Context: an optimization exercise on an open-source flow, tuned for a short achievable clock period and few clock cycles. The choices shown serve that exercise and are no tape-out recipe. At most, simulation tests tie the RTL to the original design; equivalence was not proved. Power figures rest on the tool's default switching activity, not on a simulated workload.

== green ==
Design main, start of the top module:
module main(clk, rst, mem_rdata, mem_addr, mem_wdata, mem_we);
Size: roughly 240 flip-flops, about 15000 sq um of cells after synthesis.
Settings: LEC_CHECK=0, ABC_CLOCK_PERIOD_IN_PS=1800, CAP_MARGIN=20, CORE_MARGIN=2, CORE_UTILIZATION=40, GPL_TIMING_DRIVEN=1, SETUP_SLACK_MARGIN=3.6, SLEW_MARGIN=20, TNS_END_PERCENT=100; clock period 5.5 ns.
run.sh (not shown) runs the stock make flow with config.mk's settings and CLKGATE_MAP_FILE= SYNTH_SCRIPT=/design/flow/synth_recipe.tcl, a recipe that flattens the netlist after the stock synthesis.
Testbench counts of green, summed over its fixed seeds: cycles 92,371.
Modified inputs, red compared to green
diff --git a/flow/design.v b/flow/design.v
--- a/flow/design.v
+++ b/flow/design.v
@@ -35,13 +35,14 @@
 	reg [5:0] e_off;
 	reg [7:0] opA, opB, opS;
 	reg [2:0] iA, iB, iS;
 	reg uA, uB, uS;
 	reg [2:0] ramt;
 	reg [7:0] smask;
-	wire [7:0] addr = a_selm ? a_m : a_oth;
+	reg [7:0] am_o, ao_o;
+	wire [7:0] addr = am_o | ao_o;
 	wire [7:0] fpc = fpc_selm ? fpc_m : fpc_oth;
 	assign mem_addr = addr;
 	assign mem_wdata = wdata_q;
 	assign mem_we = we_q;
 	wire adv = ~(k_ld | k_st);
 	wire exec = v & adv & ~smc_q;
@@ -49,15 +50,13 @@
 	wire [7:0] B = opB;
 	wire [7:0] S = opS;
 	wire [8:0] sum;
 	wire co;
 	cla8 alu_add(.a(A), .b(B), .cin(e_sub), .s(sum[7:0]), .co(co));
 	assign sum[8] = co;
-	wire [7:0] mar;
-	wire mar_co;
-	cla8 adr_add(.a(A), .b({2'b00, e_off}), .cin(1'b0), .s(mar), .co(mar_co));
+	wire [7:0] mar = sum[7:0];
 	wire [7:0] cz = {A[6:0] | B[6:0], e_sub};
 	wire z_add = &(~((A ^ cz) ^ B));
 	wire [7:0] rot1 = ramt[0] ? {A[6:0], A[7]} : A;
 	wire [7:0] rot2 = ramt[1] ? {rot1[5:0], rot1[7:6]} : rot1;
 	wire [7:0] rot4 = ramt[2] ? {rot2[3:0], rot2[7:4]} : rot2;
 	wire [7:0] r_oth = ({8{e_and}} & (A & B)) | ({8{e_or}} & (A | B)) | ({8{e_xor}} & (A ^ B)) |
@@ -140,18 +139,28 @@
 	wire [7:0] own_oth = k_fetch ? fa2 : fpc;
 	wire own_bip = k_fetch ? f_bi : (~k_bip & fpc_bip);
 	wire next_e_st = adv ? (dv & (ir[15:13] == 3'b100)) : (v & e_st);
 	wire hitE = v & ((a_oth == e_fa) | (a_oth == inc8(e_fa)));
 	wire hitD = dv & ((a_oth == d_fa) | (a_oth == inc8(d_fa)));
 	wire [7:0] ld_data = mem_rdata[7:0];
+	wire [7:0] n_oth = rst ? 8'd0 :
+	                   ~adv ? fpc :
+	                   smc_q ? smc_a :
+	                   mispred ? e_alt :
+	                   e_mem ? mar : own_oth;
+	wire n_selm = ~rst & adv & ~smc_q & ~mispred & ~e_mem & own_selm;
+	always @(posedge clk) begin
+		a_oth <= n_oth;
+		a_selm <= n_selm;
+		ao_o <= n_selm ? 8'd0 : n_oth;
+		am_o <= n_selm ? m_a : 8'd0;
+	end
 	integer i;
 	always @(posedge clk) begin
 		if (rst) begin
 			k_fetch <= 1'b1; k_ld <= 1'b0; k_st <= 1'b0; k_bip <= 1'b0;
-			a_oth <= 8'd0;
-			a_selm <= 1'b0;
 			smc_q <= 1'b0;
 			we_q <= 1'b0;
 			v <= 1'b0;
 			dv <= 1'b0;
 			fpc_bip <= 1'b0;
 			res_we <= 1'b0;
@@ -216,29 +225,21 @@
 				fpc_m <= m_a;
 				fpc_selm <= own_selm;
 				fpc_bip <= own_bip;
 				if (smc_q) begin
 					v <= 1'b0;
 					dv <= 1'b0;
-					a_oth <= smc_a;
-					a_selm <= 1'b0;
 					k_fetch <= 1'b1; k_ld <= 1'b0; k_st <= 1'b0; k_bip <= 1'b0;
 				end else if (mispred) begin
-					a_oth <= e_alt;
-					a_selm <= 1'b0;
 					k_fetch <= 1'b1; k_ld <= 1'b0; k_st <= 1'b0; k_bip <= 1'b0;
 				end else if (e_mem) begin
-					a_oth <= mar;
-					a_selm <= 1'b0;
 					we_q <= e_st;
 					wdata_q <= S;
 					ld_rd <= e_rd;
 					k_fetch <= 1'b0; k_ld <= e_ld; k_st <= e_st; k_bip <= 1'b0;
 				end else begin
-					a_oth <= own_oth;
-					a_selm <= own_selm;
 					if (own_bip & next_e_st) begin
 						k_fetch <= 1'b0; k_ld <= 1'b0; k_st <= 1'b0; k_bip <= 1'b0;
 					end else begin
 						k_fetch <= ~own_bip; k_ld <= 1'b0; k_st <= 1'b0; k_bip <= own_bip;
 					end
 				end
@@ -248,16 +249,14 @@
 				mR_m <= k_ld & (ld_rd == ir[2:0]);
 				if (k_ld) begin
 					if (uA & (iA == ld_rd)) opA <= ld_data;
 					if (uB & (iB == ld_rd)) opB <= e_sub ? ~ld_data : ld_data;
 					if (uS & (iS == ld_rd)) opS <= ld_data;
 				end
-				a_selm <= 1'b0;
 				smc_q <= k_st & (hitE | hitD);
 				smc_a <= v ? e_fa : d_fa;       
-				a_oth <= fpc;
 				if (fpc_bip & next_e_st) begin
 					k_fetch <= 1'b0; k_ld <= 1'b0; k_st <= 1'b0; k_bip <= 1'b0;
 				end else begin
 					k_fetch <= ~fpc_bip; k_ld <= 1'b0; k_st <= 1'b0; k_bip <= fpc_bip;
 				end
 			end
Findings:
Summary of red over green: data required time of the worst path now larger, global-route usage now larger, relative contribution of sequential cells to total power now smaller.
Diff green -> red: maximum frequency went up about 7%; final standard cell area without fillers went up 2.3%; number of antenna violations at the first check in global routing went down 1; net switching share of the total power went down 1.6 points.
red vs green: met2 demand-to-capacity share in global routing up
Synthesized-area fraction occupied by and/or/nand/nor cells | red above green
Largest family of logic cells by synthesized area: multiplexers -> green, simple AND/OR/NAND/NOR gates -> red
Synthesized cell count grows by a few percent when moving from green to red.
Final setup slack of the worst path in red is 180 ps above green.
Diff green -> red: detail-routed net length per standard cell has decreased, synthesized area has increased.
Testbench counts of red, summed over its fixed seeds: cycles 92,371.

---

Setup of the previous run:
main, a different RTL version from the one above (not shown whole).
For scale: about 2100 cells after synthesis.
clock: 5.5 ns
lec_check: 0
abc_clock_period_in_ps: 1800
cap_margin: 20
core_margin: 2
core_utilization: 40
gpl_timing_driven: 1
setup_slack_margin: 3.6
slew_margin: 20
tns_end_percent: 100
The previous run went all the way through the flow, and no timing, DRC or antenna check failed.
Testbench counts of the previous run, summed over its fixed seeds: cycles 92,371.
The following lists how the current run was set up differently from the previous run:
--- a/flow/design.v
+++ b/flow/design.v
@@ -55,15 +55,17 @@
 	wire [7:0] A = opA;
 	wire [7:0] B = opB;
 	wire [7:0] S = opS;
 	wire [8:0] sum;
 	wire co;
 	cla8 alu_add(.a(A), .b(B), .cin(e_sub), .s(sum[7:0]), .co(co));
 	assign sum[8] = co;
-	wire [7:0] mar = sum[7:0];
+	wire [7:0] mar;
+	wire mar_co;
+	cla8 adr_add(.a(A), .b(B), .cin(1'b0), .s(mar), .co(mar_co));
 	wire [7:0] cz = {A[6:0] | B[6:0], e_sub};
 	wire z_add = &(~((A ^ cz) ^ B));
 	reg [7:0] rot4;
 	integer ri, rj;
 	always @(*)
 		for (ri = 0; ri < 8; ri = ri + 1) begin
 			rot4[ri] = 1'b0;
@@ -146,15 +148,15 @@
 	wire d_full = d_rotop & ~ext[3] & (ext[7:4] == 4'd0);
 	wire [7:0] d_mask = d_zero ? 8'h00 : d_full ? 8'hFF :
 	                    d_right ? (8'hFF >> ext[2:0]) : (8'hFF << ext[2:0]);
 	wire [15:0] M = mem_rdata;
 	wire f_br = (M[15:14] == 2'b11);
 	wire f_bi = f_br & (M[13:12] == 2'b10);
 	wire f_bc = f_br & (M[13:12] == 2'b11);
-	wire f_pbne = f_bc & (M[11:10] == 2'b01);
+	wire f_pbne = f_bc & M[10];                         
 	wire f_jump = f_br & ~(M[13] & M[12] & ~f_pbne);    
 	function [7:0] inc8;
 		input [7:0] x;
 		integer k;
 		begin
 			for (k = 0; k < 8; k = k + 1)
 				inc8[k] = x[k] ^ ((x & ((8'd1 << k) - 8'd1)) == ((8'd1 << k) - 8'd1));
Results
Re share of the final layout cell area in multi-input gates: the current run is 0.74 points down on the previous run.
Cmp the current run vs the previous run: share of post-route cells with drive strength above 1 higher in the current run
In the flow results for the previous run and the current run, the via count of the first global-routing pass is larger on the previous run.
Status: fraction of the mapped netlist area in adder cells parity (the current run, the previous run)
Summary of the comparison: via count is higher in the current run, relative to the previous run.
For the previous run and the current run, there was not a single run that failed to finish clean.
or4b_4 as the slowest stage cell on the critical path was reported by the current run, and dfxtp_4 by the previous run.
No functional check of the RTL was part of the current run.

---

## run a
Another version of the RTL of main (not shown whole).
For scale: ~1,900 cells after synthesis, ~35 I/O pins, about 17,000 µm² of cells after synthesis.
clock: 5.5 ns
lec_check: 0
abc_clock_period_in_ps: 1800
cap_margin: 20
core_margin: 2
core_utilization: 40
gpl_timing_driven: 1
setup_slack_margin: 3.6
slew_margin: 20
tns_end_percent: 100
Testbench counts of run a, summed over its fixed seeds: cycles 92,371.
## Diff of input files: run b against run a
--- a/flow/design.v
+++ b/flow/design.v
@@ -166,30 +166,24 @@
 	wire [7:0] own_oth = k_fetch ? fa2 : fpc;
 	wire own_bip = k_fetch ? f_bi : (~k_bip & fpc_bip);
 	wire next_e_st = adv ? (dv & (ir[15:13] == 3'b100)) : (v & e_st);
 	wire hitE = v & ((a_oth == e_fa) | (a_oth == inc8(e_fa)));
 	wire hitD = dv & ((a_oth == d_fa) | (a_oth == inc8(d_fa)));
 	wire [7:0] ld_data = mem_rdata[7:0];
-	wire [7:0] n_oth_e = ~adv ? fpc :
-	                     smc_q ? smc_a :
-	                     mispred ? e_alt : own_oth;
-	wire n_selm = adv & ~smc_q & ~mispred & ~e_mem & own_selm;
+	wire [7:0] n_oth = rst ? 8'd0 :
+	                   ~adv ? fpc :
+	                   smc_q ? smc_a :
+	                   mispred ? e_alt :
+	                   e_mem ? mar : own_oth;
+	wire n_selm = ~rst & adv & ~smc_q & ~mispred & ~e_mem & own_selm;
 	always @(posedge clk) begin
-		if (rst) begin
-			a_oth <= 8'd0;
-			a_selm <= 1'b0;
-			ao_o <= 8'd0;
-			am_o <= 8'd0;
-			addr_o <= 8'd0;
-		end else begin
-			a_oth <= e_mem ? mar : n_oth_e;
-			a_selm <= n_selm;
-			ao_o <= e_mem ? mar : (n_selm ? 8'd0 : n_oth_e);
-			am_o <= n_selm ? m_a : 8'd0;
-			addr_o <= e_mem ? mar : (n_selm ? m_a : n_oth_e);
-		end
+		a_oth <= n_oth;
+		a_selm <= n_selm;
+		ao_o <= n_selm ? 8'd0 : n_oth;
+		am_o <= n_selm ? m_a : 8'd0;
+		addr_o <= n_selm ? m_a : n_oth;
 		wdata_q <= S;
 	end
 	integer i;
 	always @(posedge clk) begin
 		if (rst) begin
 			k_fetch <= 1'b1; k_ld <= 1'b0; k_st <= 1'b0; k_bip <= 1'b0;
## What came out
Maximum achievable frequency went down by a few percent going from run a to run b.
Run b ended up with a higher routed wire length than run a did.
[diff] setup slack, run b relative to run a: regression
On run b: post-synthesis share of cell area spent on xor and xnor gates is 0.51 points lower than what run a gave.
In run b the sequential share of cell area turned out 0.26 points higher than in run a.
Between run b and run a, the residual antenna-violating net count after detailed routing does not differ in any meaningful way.
Run comparison: run b critical path endpoint addr_o[7]; run a critical path endpoint smc_q
Min fraction of power consumed by combinational cells across run b and run a: run b
Relative to run a, placed standard-cell area has gone up in run b.
When run b is measured against run a, its total number of tap cells turns out 1.3% higher.
The standard cells in run b occupy less silicon area than those in run a do.
Run b — total power draw about 0.34% higher, run a as reference
Run b and run a ended up with nearly the same power in sequential cells.
On final critical delay including setup and external delays, run a beats run b.
Fraction of the cycle the final worst path needs was higher in the run labelled run b.
Only the layout flow was run in run b; the RTL was not checked for function there.

---

main, a different RTL version from the one above (not shown whole).
Size: about 260 flip-flops.
==> flow/config.mk <==
export PLATFORM = sky130hd
export DESIGN_NAME = main
export DESIGN_NICKNAME = main
export VERILOG_FILES = /design/flow/design.v
export SDC_FILE = /design/flow/constraint.sdc
export NUM_CORES = 4
export LEC_CHECK = 0
export ABC_CLOCK_PERIOD_IN_PS = 1800
export CAP_MARGIN = 20
export CORE_MARGIN = 2
export CORE_UTILIZATION = 40
export GPL_TIMING_DRIVEN = 1
export SETUP_SLACK_MARGIN = 3.6
export SLEW_MARGIN = 20
export TNS_END_PERCENT = 100
==> flow/constraint.sdc <==
create_clock -name core_clock -period 5.5 [get_ports {clk}]
set_input_delay 1.1000 -clock core_clock [delete_from_list [all_inputs] [get_ports {clk}]]
set_output_delay 1.1000 -clock core_clock [all_outputs]
set_load 0.01 [all_outputs]
The starting point went through all stages and came out clean.
Testbench counts at the start, summed over its fixed seeds: cycles 92,371.
Edit:
--- a/flow/design.v
+++ b/flow/design.v
@@ -13,25 +13,24 @@
 	reg fpc_selm;
 	reg fpc_bip;                       
 	reg [2:0] ld_rd;
 	reg smc_q;                         
 	reg [7:0] smc_a;                   
 	reg [63:0] rf;
 	reg fz, fc;
 	reg [7:0] res_q;                   
 	reg [2:0] res_wa;
 	reg res_we;
 	reg dv;
 	reg [15:0] ir;
-	reg [7:0] ext_q;                   
 	reg [7:0] d_fa;
 	reg d_pred;
 	reg mE_n, mE_d, mE_m, mR_n, mR_d, mR_m;
 	reg v;
 	reg [7:0] e_fa;
 	reg e_wr, e_setf, e_arith, e_sub, e_and, e_or, e_xor, e_shf, e_passb;
 	reg e_ld, e_st, e_bc, e_pred;
 	reg [1:0] e_cc;
 	reg [2:0] e_rd;
 	reg [7:0] e_alt;
 	reg [5:0] e_off;
 	reg [7:0] opA, opB, opS;
@@ -83,25 +82,25 @@
 	wire d_imm  = I[11];
 	wire d_mov  = d_alu0 & (I[13:12] == 2'b11) & d_imm;
 	wire d_sub  = d_alu0 & (I[13:12] == 2'b01 || I[13:12] == 2'b10);
 	wire d_cmp  = d_alu0 & (I[13:12] == 2'b10);
 	wire d_logic = d_alu1 & (I[13:11] <= 3'd2);
 	wire d_shift = d_alu1 & (I[13:11] >= 3'd3);
 	wire d_bl   = d_br & (I[13:12] == 2'b01);
 	wire d_bc   = d_br & (I[13:12] == 2'b11);
 	wire d_st   = d_mem & ~I[13];
 	wire d_wr   = (d_alu0 & ~d_cmp) | d_alu1 | d_bl;
 	wire [7:0] d_fa2 = {d_fa[7:1] + 7'd1, d_fa[0]};
 	wire [7:0] d_target = {2'b00, I[5:0]};
-	wire [7:0] ext = ext_q;
+	wire [7:0] ext = {3'b000, I[4:0]} << I[7:5];
 	wire [7:0] rRn = mR_n ? res_q : rf[I[7:5]*8 +: 8];
 	wire [7:0] rRd = mR_d ? res_q : rf[I[10:8]*8 +: 8];
 	wire [7:0] rRm = mR_m ? res_q : rf[I[2:0]*8 +: 8];
 	wire [7:0] vRn = (exec & mE_n) ? result : rRn;
 	wire [7:0] vRd = (exec & mE_d) ? result : rRd;
 	wire [7:0] vRm = (exec & mE_m) ? result : rRm;
 	wire selA_rd = (d_alu0 & d_imm) | d_shift;
 	wire selA_0  = d_mem & I[12];
 	wire [2:0] d_iA = selA_rd ? I[10:8] : I[7:5];
 	wire d_uA = (d_alu0 & ~d_mov) | d_alu1 | (d_mem & ~I[12]);
 	wire d_uB = (d_alu0 & ~d_imm) | d_logic;
 	wire d_uS = d_st;
@@ -213,25 +212,24 @@
 				e_rd <= I[10:8];
 				e_alt <= d_pred ? d_fa2 : d_target;
 				e_off <= {I[11], I[4:0]};
 				opA <= d_opA;
 				opB <= d_opB;
 				opS <= d_opS;
 				iA <= d_iA; iB <= I[2:0]; iS <= I[10:8];
 				uA <= d_uA; uB <= d_uB; uS <= d_uS;
 				ramt <= d_ramt;
 				smask <= d_mask;
 				dv <= k_fetch & ~mispred;
 				ir <= M;
-				ext_q <= {3'b000, M[4:0]} << M[7:5];
 				d_fa <= addr;
 				d_pred <= f_pbne;
 				mE_n <= d_wr & (I[10:8] == M[7:5]);
 				mE_d <= d_wr & (I[10:8] == M[10:8]);
 				mE_m <= d_wr & (I[10:8] == M[2:0]);
 				mR_n <= exec & e_wr & (e_rd == M[7:5]);
 				mR_d <= exec & e_wr & (e_rd == M[10:8]);
 				mR_m <= exec & e_wr & (e_rd == M[2:0]);
 				fpc_oth <= own_oth;
 				fpc_m <= m_a;
 				fpc_selm <= own_selm;
 				fpc_bip <= own_bip;
=> Clock power decreases by about 4%. Power decreases by 4.1%. Global-route usage stays flat. Flip-flop and latch count decreases by 8. Worst setup slack degrades by 0.012 ns. Final cell count decreases by 0.87%. Die area decreases by 0.95%. Via count hardly moves.
Testbench counts after the change, summed over its fixed seeds: cycles 92,371.

==> port drivers added, routing unchanged <==
Ports are ideal in the flow. The routed layouts listed here were re-timed in OpenROAD. Step 1, drivers: a clkbuf_16 drives clk and a buf_2 each remaining input, both assumed. Step 2 also shifts input and output timing later by t, the mid clock arrival at the registers, as if the neighbouring blocks saw the same clock. Slacks: ideal / step 1 / step 2; pairs: ideal / step 1.
run | shift t [ns] | slack for setup (ns) | slew at the worst register clock pin (ns)
green | 0.606 | 2.781 / 2.781 / 2.781 | 0.07 / 0.07
red | 0.632 | 2.962 / 2.962 / 2.776 | 0.07 / 0.07
the previous run | 0.635 | 3.246 / 3.226 / 2.756 | 0.06 / 0.06
the current run | 0.628 | 3.049 / 3.049 / 2.683 | 0.07 / 0.07
run a | 0.617 | 3.226 / 3.205 / 2.824 | 0.07 / 0.07
run b | 0.589 | 3.147 / 3.147 / 2.718 | 0.07 / 0.07
the first run of note 4 | 0.627 | 3.141 / 3.086 / 2.906 | 0.07 / 0.07
the second run of note 4 | 0.635 | 3.129 / 3.077 / 2.669 | 0.07 / 0.07
After both steps every run listed still meets setup and hold. The setup slack of the previous run, which loses most, moves by -0.020 ns with the drivers and by -0.490 ns with both steps.
